Source: an optimization exercise on an open RTL-to-GDS flow (aim: small area, a short achievable clock period and few clock cycles per item). Production flows keep margins and buffers that such runs may drop.
At most, simulation tests tie the RTL to the original design; equivalence was not proved.
Only the layout flow was run in run 1; the RTL was not checked for function there.

## flow/design.v (module list and top-level ports; edited modules follow where they fit)
// module filter: 1318 lines
// module filter_fa: 4 lines
// module filter_ha: 4 lines
module filter
	#(parameter DWIDTH = 16)
	(input clk,
		input rst,
		output req_in,
		input ack_in,
		input [0:DWIDTH-1] data_in,
		output req_out,
		input ack_out,
		output [0:DWIDTH-1] data_out);
  // ...
==> flow/flow/run.sh <==
#!/bin/bash
# The standard layout (standard.sh: the standard flow's synthesis and ORFS flow with the
# settings of config.mk), with repair_timing asked for more setup slack than
# config.mk's SETUP_SLACK_MARGIN may ask for. The make output goes to
# standard_flow.log; ORFS's own logs stay under orfs/logs.
set -euo pipefail
MARGIN=$(cat flow/margin)
bash standard.sh SETUP_SLACK_MARGIN=$MARGIN finish > standard_flow.log 2>&1
==> flow/flow/margin <==
7.5
==> flow/standard.sh <==
#!/bin/bash
# synth_recipe.tcl (not shown) runs the flow's synth.tcl, then flattens the netlist and writes it again
# the make line also repeats each setting of config.mk as NAME=value (left out here)
make -C /OpenROAD-flow-scripts/flow DESIGN_CONFIG=/design/flow/config.mk WORK_HOME=/design/flow/orfs CLKGATE_MAP_FILE= SYNTH_SCRIPT=/design/flow/synth_recipe.tcl "${@:-finish}"
==> flow/config.mk <==
export PLATFORM = sky130hd
export DESIGN_NAME = filter
export DESIGN_NICKNAME = filter
export VERILOG_FILES = /design/flow/design.v
export SDC_FILE = /design/flow/constraint.sdc
export NUM_CORES = 4
export LEC_CHECK = 0
export ABC_AREA = 1
export CAP_MARGIN = 20
export CORE_MARGIN = 2
export CORE_UTILIZATION = 40
export SLEW_MARGIN = 20
export SYNTH_HIERARCHICAL = 1
export SYNTH_MEMORY_MAX_BITS = 16384
export SYNTH_MINIMUM_KEEP_SIZE = 0
==> flow/constraint.sdc <==
create_clock -name core_clock -period 11.0 [get_ports {clk}]
set_input_delay 2.2000 -clock core_clock [delete_from_list [all_inputs] [get_ports {clk}]]
set_output_delay 2.2000 -clock core_clock [all_outputs]
set_load 0.01 [all_outputs]
==> summary.txt, run 1 <==
status no timing/DRC/antenna violations; worst hold stages 1; Hold-fix buffers, CTS 0; DRC Markers 0; Max Cap Viol 0; Critical Path End data_out[0]; fraction of area in multi-input gates 60.6%; syn nets roughly 3.7k; Pre-antenna DRT Iters 6; setup repair bufs after CTS 5; grt ovf 0; clk_skew around 25 ps; crit end category output port; Synth Area in Compound Gates ~17%; post-place instance area around 28000 sq um; reg-to-reg setup timing slack between 7000 and 8000 ps; top flop regs acc: 31 flops, cs0: 31 flops, cs1: 31 flops; unrepaired setup endpoints after global routing true; area grow syn2layout 8.41%; dpl hpwl between 70 and 80 mm; DR iter-0 viols about 2.8k; CP Data Required Time 8800 ps; cell area after synthesis roughly 27000 sq um; mux contribution to synthesized area less than 1%
==> inputs of run 2 (changes only) <==
--- a/flow/design.v
+++ b/flow/design.v
@@ -1222,18 +1222,17 @@
 	wire rqo_next = ~rqo_n ? ~ack_out : (~ack_out & ((left != 2'd0) | push));
 	always @(posedge clk) begin
 		e1 <= e1n[21-1:0];
 		e2 <= e2n;
 		cs0 <= t0;
 		cs1 <= t1;
 		cs2 <= t2;
 		cs3 <= t3;
-		if (~ph)
-			acc <= sum;
+		acc <= sum;              
 		if (~rqi_n)
 			din <= data_in;
 		a_n <= ~a_next;
 		rst_r <= rst;
 		if (rst_r) begin
 			r0 <= 16'd0;
 			r1 <= 16'd0;
 			r2 <= 16'd0;
==> flow/flow/margin (replaced) <==
7.75
==> run 2 against run 1 <==
Die area fell by 1.1%. Count of clock-buffer cells in the layout rose by 7. Synthesized cell count rose by 0.62%. Fmax rose by 5.8%. Global-route usage rose by 0.14 points. Still clean on timing, DRC and antenna.
==> summary.txt, run 2 <==
period utilization between 20% and 30%; final WL a little over 100 mm; die area between 60000 and 70000 sq um; via count around 25k; unrepaired setup endpoints after global routing true; initial core utilization approximately 41%; global-route wire length before repair between 150 and 200 mm; Num Clock Sinks ~320; DR iter-0 viols 2991 (+7.1%); worst-path fanout max 6; asr flop ratio synth 0%; DRC Markers 0 (unchanged); CP Cell Sequence clkinvlp_4 -> buf_4 -> buf_4 -> o22ai_1 -> xor2_1 -> fa_1 -> fa_1 -> fa_1 -> fa_1; clk root buf clkbuf_16; width of the die 262 microns; CP Data Required Time 11430 ps (+2630 ps); Pre-antenna DRT Iters 10 (+4); Final #Nets ~3.8k; vias in the first global route between 20k and 25k; ANT nets after route 0; Final Wtd Congestion around 1.1; synth top area cells dfxtp_1 20%, fa_1 18%, nand2_1 11%; antenna violations before repair 0; Final TNS setup 0 ps; IO Count 38; antenna fix cells 0; worst-case headroom to the max-slew limit roughly 20%; Hold-fix buffers, CTS 0 (unchanged); # rows 94; mux contribution to synthesized area 0.0422% (+0.00048 points); GRT Resource Usage Total 29.0%; largest family of logic cells by synthesized area adder cells; Worst-path clk slew roughly 60 ps; Synth area leader dfxtp_1; Post-Synth XOR/XNOR Area between 8 and 9%; largest net degree at the start of global routing between 90 and 100; Buffers on Ports 37; most common cell in the synthesized netlist nand2_1; Synth Area in Compound Gates 16.4% (-0.22 points); critical path class reg2reg; final hold vios 0; Final min period around 3300 ps; final cell count without fillers 4326; clk_skew 29.5 ps (+4.30 ps); detail-routed via count per cell between 5 and 6; most frequent cells in the layout 706 x nand2_1, 269 x inv_1, 245 x xor2_1; clock buffer depth 3; Max Cap Viol 0 (unchanged); most common cell after layout, fill and taps aside nand2_1; Synth cell types 56; worst hold path class reg2reg; grt ovf 0 (unchanged); Slew @ Worst Pin 1190 ps; crit start category register; cell mode on critical path fa_1; CTS Buf Count 36; syn nets 3765 (+0.56%); hold slack 440 ps; Syn Area/Cell 7.81 sq um; Cells after Synth about 3.4k; layout cell share with drive strength beyond 1 16.2%; CTS tree yes; Die Ht ~260 microns; Crit path arrival time between 3000 and 4000 ps; Synth top area share 20.2%; crit end category register; top cells by count, synth 766 x nand2_1, 318 x inv_1, 269 x dfxtp_1, 247 x xor2_1, 245 x o22ai_1; dpl hpwl 74.6 mm (+0.67%); Core ar. about 66000 sq um; slowest CP cell fa_1; cell area after synthesis 26700 sq um (-1.1%); Slew Limit Fails 0; status no timing/DRC/antenna violations; Top FF cell, synth dfxtp_1; post-synthesis simple-gate area fraction a little under a fifth; area grow syn2layout 15.5%; top flop regs acc: 31 flops, cs0: 31 flops, cs1: 31 flops; Post-synth EDFFs 48; Setup violations, final 0; drt wl/cell between 20 and 25 microns; clk latency of the worst-skew pair about 560 ps; maximum level of the CTS H-tree 2; Ys Warns 7; Worst path max stage delay between 500 and 600 ps; Seq cells post-synth approximately 320; sequential share of the synthesized area between 20% and 30%; f_max between 0.3 and 0.4 GHz; dpl cells 4150; post-synthesis adder-cell area fraction roughly 22%
==> run 2: cell types whose count changed after synthesis, moves of 11 or more <==
cell / before / now
o211ai_1: 55 / 69
nand2_1: 752 / 766
o22ai_1: 232 / 245
a221oi_1: 44 / 0
a22oi_1: 16 / 4
a31oi_1: 27 / 69
nor2_1: 175 / 186
dfxtp_1: 238 / 269
edfxtp_1: 79 / 48
a21oi_1: 178 / 119
buf_2: 51 / 62
o21ai_0: 152 / 180
nand3_1: 172 / 161
==> run 2: logic make-up after synthesis <==
logic type,count (synthesis)
adder cells (fa/ha/maj),328
AO/OA/AOI/OAI,737
other,1
flip-flops,317
multiplexers,1
AND/OR/NAND/NOR,1205
buffers and inverters,562
XOR/XNOR,266
==> run 2: worst paths after layout <==
| kind | start | slack, ps | cells after the start | endpoint |
|---|---|---|---|---|
| max | e1[4] | 7730 | 9 | cs2[9] |
| min reg2reg | rqo_n | 440 | 1 | popd |
| max reg2reg | e1[4] | 7730 | 9 | cs2[9] |
| min | rqo_n | 440 | 1 | popd |
==> run 2: per-module statistics from Yosys, one instance, submodules excluded <==
| module | cells | times used | flip-flops and latches | area, sq um |
|---|---|---|---|---|
| filter_fa | 1 | 237 | 0 | 20.0 |
| filter | 3147 | 1 | 317 | 21500 |
| filter_ha | 1 | 33 | 0 | 12.5 |
==> run 2: final cells by class <==
type                            count  area, sq um
Clock buffer                       53         1100
Clock inverter                     13          136
Sequential cell                   317         6940
Tap cell                          864         1080
Fill cell                        6593        35000
Multi-Input combinational cell   2538        18300
Inverter                          357         1550
Timing Repair Buffer              184         1680
==> run 2: through the flow <==
stage / util (%) / cell area (sq um) / worst slack, ps
6_report: 46.8 / 30800 / 7730
5_1_grt: 46.8 / 30800 / 7640
2_1_floorplan: - / 26700 / 7770
4_1_cts: 44.9 / 29600 / 7710
3_3_place_gp: 41.8 / 27500 / 7100
3_5_place_dp: 41.8 / 27500 / 7060
==> run 2: metal layers <==
metal	track usage [%]	wire length, microns
met1	36.9	40200
met2	46.8	47300
met3	3.89	8600
met4	17.5	7240
met5	0	0
==> run 2: critical path, delay by kind of cell (launching register included) <==
kind / cells / cell delay, ps
AOI/OAI and AO/OA: 1 / 170
xor gates and xnor gates: 1 / 260
adders and majority gates: 4 / 1860
buffers and inverters: 3 / 500
DFF: 1 / 370
==> run 2: repair_timing <==
item | CTS | global route
buffers inserted | 38 | 72
setup endpoints to repair | 166 | 115
gates resized for setup | 221 | 198
endpoints found under the hold margin | 0 | 0
pin swaps | 19 | 51
Testbench counts of run 2, summed over its fixed seeds: cycles 64,000, items 32,000.
==> inputs of run 3 (changes only) <==
==> flow/flow/margin (replaced) <==
7.5
==> run 3 against run 2 <==
Still clean. First-iteration DRC count grew 3.7%. Highest routed layer unchanged. Largest cell class unchanged.
==> summary.txt, run 3 <==
syn nets 3765 (unchanged); Buffers on Ports 37 (unchanged); area grow syn2layout 8.72%; drt wl/cell 23.4 microns (-2.0%); GRT Resource Usage Total 28.0% (-0.93 points); initial core utilization 40.5% (unchanged); Slew @ Worst Pin 1120 ps (-64.9 ps); via count 24.6k (-2.0%); Pre-antenna DRT Iters 9 (-1); CTS tree yes; Multi-input gate area 17800 sq um (-3.0%); Final TNS setup 0 ps (unchanged); top cells by count, synth 766 x nand2_1, 318 x inv_1, 269 x dfxtp_1, 247 x xor2_1, 245 x o22ai_1; Setup violations, final 0 (unchanged); CP Data Required Time 8800 ps (-2630 ps); critical path startpoint q0[10]; period utilization 31.4% (+1.7 points); PnR worst setup slack 7550 ps (-184 ps); crit end category output port; Cells after Synth 3417 (unchanged); final hold vios 0 (unchanged); worst-path fanout max 2 (-4); final WL 98.9 mm (-4.3%); worst-case headroom to the max-slew limit 24.9% (+4.3 points); antenna violations before repair 1 (+1); Seq cells post-synth 317 (unchanged); cell area after synthesis 26700 sq um (unchanged); Ys Warns 7 (unchanged); die area 68800 sq um (unchanged); worst hold path class reg2reg; crit start category register; Die Ht 262 microns (unchanged); detail-routed via count per cell 5.83 (+0.40%); Top FF cell, synth dfxtp_1; f_max 0.290 GHz (-5.3%); DP Worst Slack 7090 ps (+26.2 ps); Synth cell types 56 (unchanged); asr flop ratio synth 0% (unchanged); design area 29000 sq um (-5.9%); most common cell in the synthesized netlist nand2_1; Max Cap Viol 0 (unchanged); CTS Buf Count 35 (-2.8%); Final min period 3450 ps (+184 ps); status no timing/DRC/antenna violations; Worst path max stage delay 400 ps (-120 ps); hold slack 440 ps (+0.272 ps); DR iter-0 viols 3102 (+3.7%); synth top area cells dfxtp_1 20%, fa_1 18%, nand2_1 11%; clk root buf clkbuf_16; Post-synth EDFFs 48 (unchanged); Slew Limit Fails 0 (unchanged); global-route wire length before repair 149 mm (-2.5%); critical path class reg2out; Synth top area share 20.2% (unchanged); # fillers 6692 (+1.5%); clk latency of the worst-skew pair 560 ps (about the same); ANT nets after route 0 (unchanged); Hold Startpoint rqo_n; IO Count 38 (unchanged); layout cell share with drive strength beyond 1 7.45% (-8.8 points); slowest CP cell dfxtp_1; sequential share of the synthesized area 25.6% (unchanged); grt ovf 0 (unchanged); clk_skew 24.8 ps (-4.62 ps); clock buffer depth 3 (unchanged); # rows 94 (unchanged); Core ar. 65900 sq um (unchanged); Crit path arrival time 1250 ps (-2450 ps); Buf/Inv on CP 1 (-2); dpl hpwl 72.6 mm (-2.8%); vias in the first global route 23.9k (-1.3%); Synth area leader dfxtp_1; unrepaired setup endpoints after global routing true; maximum level of the CTS H-tree 2 (unchanged); most frequent cells in the layout 755 x nand2_1, 316 x inv_1, 255 x dfxtp_1; CP Cell Sequence dlygate4sd2_1; DRC Markers 0 (unchanged); Worst-path clk slew 60 ps (about the same); Crit path max-delay family flip-flops; top flop regs acc: 31 flops, cs0: 31 flops, cs1: 31 flops; Syn Area/Cell 7.81 sq um (unchanged); Final #Nets 3678 (-2.7%); R2R Path Start r0[11]; post-place instance area 27500 sq um (-0.15%); Final Wtd Congestion 1.10 (+3.4%); largest net degree at the start of global routing 79 (-19%); most common cell after layout, fill and taps aside nand2_1; Num Clock Sinks 317 (unchanged); width of the die 262 microns (unchanged); register area 6850 sq um (-1.2%)
==> run 3: what timing repair did <==
item / 4_1_cts / 5_1_grt
gates resized for setup: 28 / 60
hold buffers: 0 / 0
setup endpoints to repair: 98 / 99
setup buffers: 5 / 8
pin swaps: 0 / 2
==> run 3: Yosys stat by module, one instance, submodules excluded <==
module | flops+latches | cells inside | times used | area, sq um
filter_ha | 0 | 1 | 33 | 12.5
filter_fa | 0 | 1 | 237 | 20.0
filter | 317 | 3147 | 1 | 21500
==> run 3: per-layer routing <==
metal  track usage, %  wire length, microns
met5                0                     0
met2             44.0                 43900
met4             17.3                  7240
met1             35.6                 39000
met3             5.51                  8770
==> run 3: kinds of logic (layout without fill, tap and decap cells) <==
kind of cell	after synthesis	in the layout	synth area share (%)
other	1	2	0.0141
AND/OR/NAND/NOR	1205	1205	18.7
multiplexers	1	1	0.0422
AO/OA/AOI/OAI	737	737	16.4
adder cells (fa/ha/maj)	328	328	22.1
flip-flops	317	317	25.6
XOR/XNOR	266	266	8.73
buffers and inverters	562	502	8.39
==> run 3: area by class of cell <==
type,instances,share of cell area (%)
antenna,1,0.00863
inverter,357,4.82
tap,864,3.73
timing repair buffer,81,2.43
clock buffer,45,3.51
clock inverter,19,0.535
multi-input combinational,2538,61.4
sequential,317,23.6
==> run 3: metrics by stage <==
step | utilization [%] | cells
after floorplan | - | 3417
after global placement | 41.7 | 4144
after detailed placement | 41.7 | 4144
after CTS | 43.6 | 4213
after global routing | 44.0 | 4221
final | 44.0 | 4222
==> run 3: final timing paths <==
check,slack (ps),end,cells after the start
worst max register to register,7560,cs2[6],7
worst max-delay path,7550,data_out[5],1
worst min-delay path,440,popd,1
worst min register to register,440,popd,1
==> run 3: worst reg2reg max path, stage by stage, from the launching register on <==
cell and delay, ps:
dfxtp_1 460, inv_1 320, o22ai_1 300, xor2_1 330, fa_1 510, fa_1 410, fa_1 570, fa_1 400
==> inputs of run 4 (changes only) <==
--- a/flow/config.mk
+++ b/flow/config.mk
@@ -8,6 +8,6 @@
 export ABC_AREA = 1
-export CAP_MARGIN = 20
+export CAP_MARGIN = 10
 export CORE_MARGIN = 2
 export CORE_UTILIZATION = 40
-export SLEW_MARGIN = 20
+export SLEW_MARGIN = 10
 export SYNTH_HIERARCHICAL = 1
==> run 4 against run 3 <==
Still clean on timing, DRC and antenna. Highest routed layer unchanged. First-iteration DRC count shrank 8.5%. Non-clock buffer count shrank 2. Critical path type unchanged. Hold slack gained 5.1 ps.
==> summary.txt, run 4 <==
status no timing/DRC/antenna violations; utilization after layout 43.9% (-0.13 points); R2R Path Start e1[14]; Post-synth EDFFs 48 (unchanged); clk root buf clkbuf_16; Final TNS setup 0 ps (unchanged); dpl hpwl 72.5 mm (about the same); crit end category output port; Reg-to-Reg End cs2[12]; initial core utilization 40.5% (unchanged); dpl cells 4144 (unchanged); CTS Buf Count 35 (unchanged); most common cell after layout, fill and taps aside nand2_1; Cells after Synth 3417 (unchanged); slowest CP cell dfxtp_1; Synth top area share 20.2% (unchanged); Final #Nets 3676 (-0.054%); clk latency of the worst-skew pair 560 ps (about the same); Core ar. 65900 sq um (unchanged); final WL 98.9 mm (about the same); width of the die 262 microns (unchanged); Ys Warns 7 (unchanged); Synth cell types 56 (unchanged); # rows 94 (unchanged); vias in the first global route 24.1k (+0.62%); CP Data Required Time 8800 ps (about the same); synth top area cells dfxtp_1 20%, fa_1 18%, nand2_1 11%; Max Cap Viol 0 (unchanged); CTS tree yes; asr flop ratio synth 0% (unchanged); reg-to-reg setup timing slack 7560 ps (about the same); global-route wire length before repair 149 mm (+0.33%); Crit path arrival time 1260 ps (about the same); Multi-input gate area 17800 sq um (about the same); Pre-antenna DRT Iters 6 (-3); most frequent cells in the layout 757 x nand2_1, 316 x inv_1, 259 x dfxtp_1; Final Wtd Congestion 1.10 (unchanged); cell area after synthesis 26700 sq um (unchanged); unrepaired setup endpoints after global routing true; clock buffer depth 3 (unchanged); Die Ht 262 microns (unchanged); most common cell in the synthesized netlist nand2_1; Final min period 3460 ps (+7.79 ps); worst hold stages 1 (unchanged); DR iter-0 viols 2839 (-8.5%); top cells by count, synth 766 x nand2_1, 318 x inv_1, 269 x dfxtp_1, 247 x xor2_1, 245 x o22ai_1; period utilization 31.5% (+0.071 points); antenna violations before repair 1 (unchanged); Hold Path End popd; Crit path max-delay family flip-flops; Num Clock Sinks 317 (unchanged); Seq cells post-synth 317 (unchanged); f_max 0.289 GHz (-0.23%); hold slack 445 ps (+5.07 ps); Worst path max stage delay 410 ps (about the same); Synth area leader dfxtp_1; ANT nets after route 0 (unchanged); critical path class reg2out; detail-routed via count per cell 5.79 (-0.68%); area grow syn2layout 8.40%; final cell count without fillers 4219 (-0.071%); register area 6840 sq um (about the same); maximum level of the CTS H-tree 2 (unchanged); Worst-path clk slew 60 ps (about the same); grt ovf 0 (unchanged); DRC Markers 0 (unchanged); # fillers 6741 (+0.73%); top flop regs acc: 31 flops, cs0: 31 flops, cs1: 31 flops; syn nets 3765 (unchanged); Hold Startpoint rqo_n; Buffers on Ports 37 (unchanged); final hold vios 0 (unchanged); Syn Area/Cell 7.81 sq um (unchanged); via count 24.4k (-0.75%); Top FF cell, synth dfxtp_1; Slew @ Worst Pin 1160 ps (+36.0 ps); drt wl/cell 23.4 microns (about the same); worst-path fanout max 2 (unchanged); GRT Resource Usage Total 28.2% (+0.11 points); worst hold path class reg2reg; die area 68800 sq um (unchanged); crit start category register; layout cell share with drive strength beyond 1 6.89% (-0.56 points); R2R cell count 5 (-2); largest net degree at the start of global routing 79 (unchanged); Setup violations, final 0 (unchanged); CP Cell Sequence dlygate4sd2_1; worst-case headroom to the max-slew limit 22.5% (-2.4 points); Slew Limit Fails 0 (unchanged); clk_skew 26.9 ps (+2.04 ps); IO Count 38 (unchanged); sequential share of the synthesized area 25.6% (unchanged); Buf/Inv on CP 1 (unchanged)
## run 4: cell counts after synthesis
No cell type changed its count.
## run 4: layer usage
layer,up-vias,global-route usage (%),share of wire [%]
li1,11141,-,-
met1,11639,35.7,40
met2,1281,43.8,44
met3,370,5.64,8.5
met4,0,18.0,7.6
met5,-,0,0
## run 4: area by class of cell
class,instances,area share (%)
clock inverters,14,0.433
well taps,864,3.74
multi-input cells,2538,61.5
inverters,357,4.83
flip-flops and latches,317,23.7
diodes,1,0.00865
repair buffers,79,2.39
clock buffers,49,3.43
## run 4: worst max path at each step
stage                     startpoint           to  slack, ps  depth (start not counted)
after global routing         cs0[14]       q0[10]       7460                         13
after global placement           rst           vd       7120                          5
after floorplan                   ph        q1[1]       7500                         16
final                         q0[10]  data_out[5]       7540                          1
after CTS                     q0[10]  data_out[5]       7500                          1
after detailed placement         rst           vd       7070                          5
## run 4: Yosys stat by module, one instance, submodules excluded
module     copies in the design  flip-flops and latches
filter_fa                   237                       0
filter                        1                     317
filter_ha                    33                       0
## run 4: metrics by stage
step | setup slack [ps] | area [sq um]
after detailed placement | 7070 | 27500
after floorplan | 7500 | 26700
after CTS | 7500 | 28600
final | 7540 | 28900
after global placement | 7120 | 27500
after global routing | 7460 | 28900
## run 4: cell families (layout without fill, tap and decap cells)
group | Yosys count | in the layout | synth area share, %
AOI/OAI and AO/OA | 737 | 737 | 16.4
xor gates and xnor gates | 266 | 266 | 8.73
adders and majority gates | 328 | 328 | 22.1
buffers and inverters | 562 | 499 | 8.39
DFF | 317 | 317 | 25.6
muxes | 1 | 1 | 0.0422
other | 1 | 2 | 0.0141
and+or+nand+nor | 1205 | 1205 | 18.7
## run 4: timing repair
item,4_1_cts,5_1_grt
hold buffers,0,0
resized for setup,28,53
setup endpoints to repair,99,108
pin swaps,0,3
setup buffers,5,6
==> inputs of run 5 (changes only) <==
--- a/flow/config.mk
+++ b/flow/config.mk
@@ -11,2 +11,4 @@
 export CORE_UTILIZATION = 40
+export CTS_CLUSTER_DIAMETER = 80
+export CTS_CLUSTER_SIZE = 20
 export SLEW_MARGIN = 10
==> run 5 against run 4 <==
Clock skew increased by 3.6 ps. Flip-flop and latch count unchanged. Core utilization decreased by 0.62 points. Still clean on timing, DRC and antenna. Die area unchanged. Hold slack improved by 1.1 ps. Count of clock-buffer cells in the layout decreased by 19. Largest cell class unchanged. Area after synthesis unchanged. Wire length decreased by 0.61%. Fmax decreased by 0.39%.
==> summary.txt, run 5 <==
grt ovf 0 (unchanged); detail-routed via count per cell 5.82 (+0.48%); drt wl/cell 23.4 microns (-0.13%); Die Ht 262 microns (unchanged); cell area after synthesis 26700 sq um (unchanged); unrepaired setup endpoints after global routing true; Core ar. 65900 sq um (unchanged); Slew Limit Fails 0 (unchanged); Top FF cell, synth dfxtp_1; crit start category register; Hold-fix buffers, CTS 0 (unchanged); Seq cells post-synth 317 (unchanged); most frequent cells in the layout 760 x nand2_1, 315 x inv_1, 255 x dfxtp_1; largest net degree at the start of global routing 79 (unchanged); width of the die 262 microns (unchanged); R2R cell count 7 (+2); Synth area leader dfxtp_1; Buffers on Ports 37 (unchanged); asr flop ratio synth 0% (unchanged); ANT nets after route 0 (unchanged); Worst-path clk slew 90 ps (+30 ps); Synth top area share 20.2% (unchanged); crit end category register; Syn Area/Cell 7.81 sq um (unchanged); final WL 98.3 mm (-0.61%); Num Clock Sinks 317 (unchanged); worst hold path class reg2reg; clk root buf clkbuf_16; maximum level of the CTS H-tree 1 (-1); hold slack 446 ps (+1.10 ps); clk latency of the worst-skew pair 570 ps (about the same); DRC Markers 0 (unchanged); final hold vios 0 (unchanged); Cells after Synth 3417 (unchanged); top flop regs acc: 31 flops, cs0: 31 flops, cs1: 31 flops; Final TNS setup 0 ps (unchanged); synth top area cells dfxtp_1 20%, fa_1 18%, nand2_1 11%; layout cell share with drive strength beyond 1 6.45% (-0.44 points); vias in the first global route 24.0k (-0.54%); critical path class reg2reg; Final #Nets 3668 (-0.22%); global-route wire length before repair 149 mm (-0.53%); Crit path arrival time 3890 ps (+2630 ps); syn nets 3765 (unchanged); worst-path fanout max 11 (+9); design area 28500 sq um (-1.4%); area grow syn2layout 6.87%; Ys Warns 7 (unchanged); period utilization 31.6% (+0.12 points); status no timing/DRC/antenna violations; Final min period 3480 ps (+13.7 ps); top cells by count, synth 766 x nand2_1, 318 x inv_1, 269 x dfxtp_1, 247 x xor2_1, 245 x o22ai_1; clock buffer depth 3 (unchanged); IO Count 38 (unchanged); # rows 94 (unchanged); dpl hpwl 72.5 mm (unchanged); post-place instance area 27500 sq um (unchanged); Pre-antenna DRT Iters 8 (+2); most common cell after layout, fill and taps aside nand2_1; Synth cell types 56 (unchanged); initial core utilization 40.5% (unchanged); die area 68800 sq um (unchanged); most common cell in the synthesized netlist nand2_1; via count 24.4k (+0.0041%); CTS tree yes; Final Wtd Congestion 1.10 (unchanged); Max Cap Viol 0 (unchanged); antenna fix cells 0 (-1); worst-case headroom to the max-slew limit 22.1% (-0.36 points); sequential share of the synthesized area 25.6% (unchanged); CP Data Required Time 11420 ps (+2620 ps); f_max 0.288 GHz (-0.39%); clk_skew 30.5 ps (+3.57 ps); antenna violations before repair 1 (unchanged); worst hold stages 1 (unchanged); DR iter-0 viols 2979 (+4.9%); CTS Buf Count 22 (-37%); GRT Resource Usage Total 27.9% (-0.26 points); Post-synth EDFFs 48 (unchanged); Setup violations, final 0 (unchanged); Slew @ Worst Pin 1170 ps (+8.06 ps)
## run 5: cell counts after synthesis
Identical to the previous run, type by type.
## run 5: cell type report
type / count / area [sq um]
Multi-Input combinational cell: 2538 / 17800
Clock buffer: 30 / 612
Fill cell: 6786 / 37400
Tap cell: 864 / 1080
Timing Repair Buffer: 84 / 741
Clock inverter: 9 / 82.6
Inverter: 357 / 1390
Sequential cell: 317 / 6850
## run 5: repair_timing
action,in CTS,in global routing
endpoints found under the hold margin,0,0
setup endpoints to repair,103,96
pin swaps,0,1
resized for setup,36,42
buffers inserted,5,11
## run 5: worst max-delay path: stages, from the launching register on
cell and delay, ps:
dfxtp_1 660, inv_1 310, o22ai_1 260, xor2_1 220, fa_1 470, fa_1 410
fa_1 550, fa_1 440
## run 5: cell families (layout without fill, tap and decap cells)
group / Yosys count / count (layout) / share of synthesized area, %
other: 1 / 1 / 0.0141
muxes: 1 / 1 / 0.0422
xor gates and xnor gates: 266 / 266 / 8.73
adders and majority gates: 328 / 328 / 22.1
AOI/OAI and AO/OA: 737 / 737 / 16.4
buffers and inverters: 562 / 480 / 8.39
and+or+nand+nor: 1205 / 1205 / 18.7
DFF: 317 / 317 / 25.6
## run 5: layer usage
metal / vias to the layer above / global-route usage (%) / part of all wire, %
met4: 0 / 17.6 / 7.5
met5: - / 0 / 0
met1: 11632 / 35.7 / 39
met3: 359 / 4.89 / 8.8
li1: 11118 / - / -
met2: 1323 / 43.6 / 44
## run 5: modules after synthesis, one instance, submodules excluded
| module | cells inside | flops+latches | area (sq um) |
|---|---|---|---|
| filter_fa | 1 | 0 | 20.0 |
| filter | 3147 | 317 | 21500 |
| filter_ha | 1 | 0 | 12.5 |
## run 5: worst paths after layout
| kind | start | end | slack (ps) |
|---|---|---|---|
| setup / recovery | r0[0] | cs3[0] | 7520 |
| setup reg to reg | r0[0] | cs3[0] | 7520 |
| hold / removal | rqo_n | popd | 450 |
| hold reg to reg | rqo_n | popd | 450 |
## run 5: metrics by stage
step | cells | util [%] | setup WS [ps]
2_1_floorplan | 3417 | - | 7500
3_3_place_gp | 4144 | 41.7 | 7120
3_5_place_dp | 4144 | 41.7 | 7070
4_1_cts | 4188 | 42.9 | 7510
5_1_grt | 4199 | 43.3 | 7440
6_report | 4199 | 43.3 | 7520

-- afterwards: timing with drivers on the ports --
The flow's constraints put no driver on any port. The routed layouts listed below were extracted and timed again, unchanged, in two steps.
Step 1, drivers: a clkbuf_16 drives clk and a buf_2 each remaining input, both assumed.
Step 2 also shifts input and output timing later by t, the mid clock arrival at the registers, as if the neighbouring blocks saw the same clock.
Three values: ideal ports, drivers, drivers and shift; two values: the first two.
| run | shift t [ns] | setup slack, ns | hold slack, ns |
|---|---|---|---|
| run 1 | 0.605 | 7.541 / 7.482 / 7.159 | 0.435 / 0.435 / 0.435 |
| run 2 | 0.609 | 7.730 / 7.684 / 7.249 | 0.440 / 0.440 / 0.440 |
| run 3 | 0.608 | 7.546 / 7.486 / 7.048 | 0.440 / 0.440 / 0.440 |
| run 4 | 0.606 | 7.538 / 7.476 / 7.096 | 0.445 / 0.445 / 0.445 |
| run 5 | 0.613 | 7.525 / 7.505 / 7.109 | 0.446 / 0.446 / 0.446 |
After both steps every run listed still meets setup and hold. For run 3, which loses most, drivers alone change the setup slack by -0.060 ns; drivers and shift together by -0.498 ns.
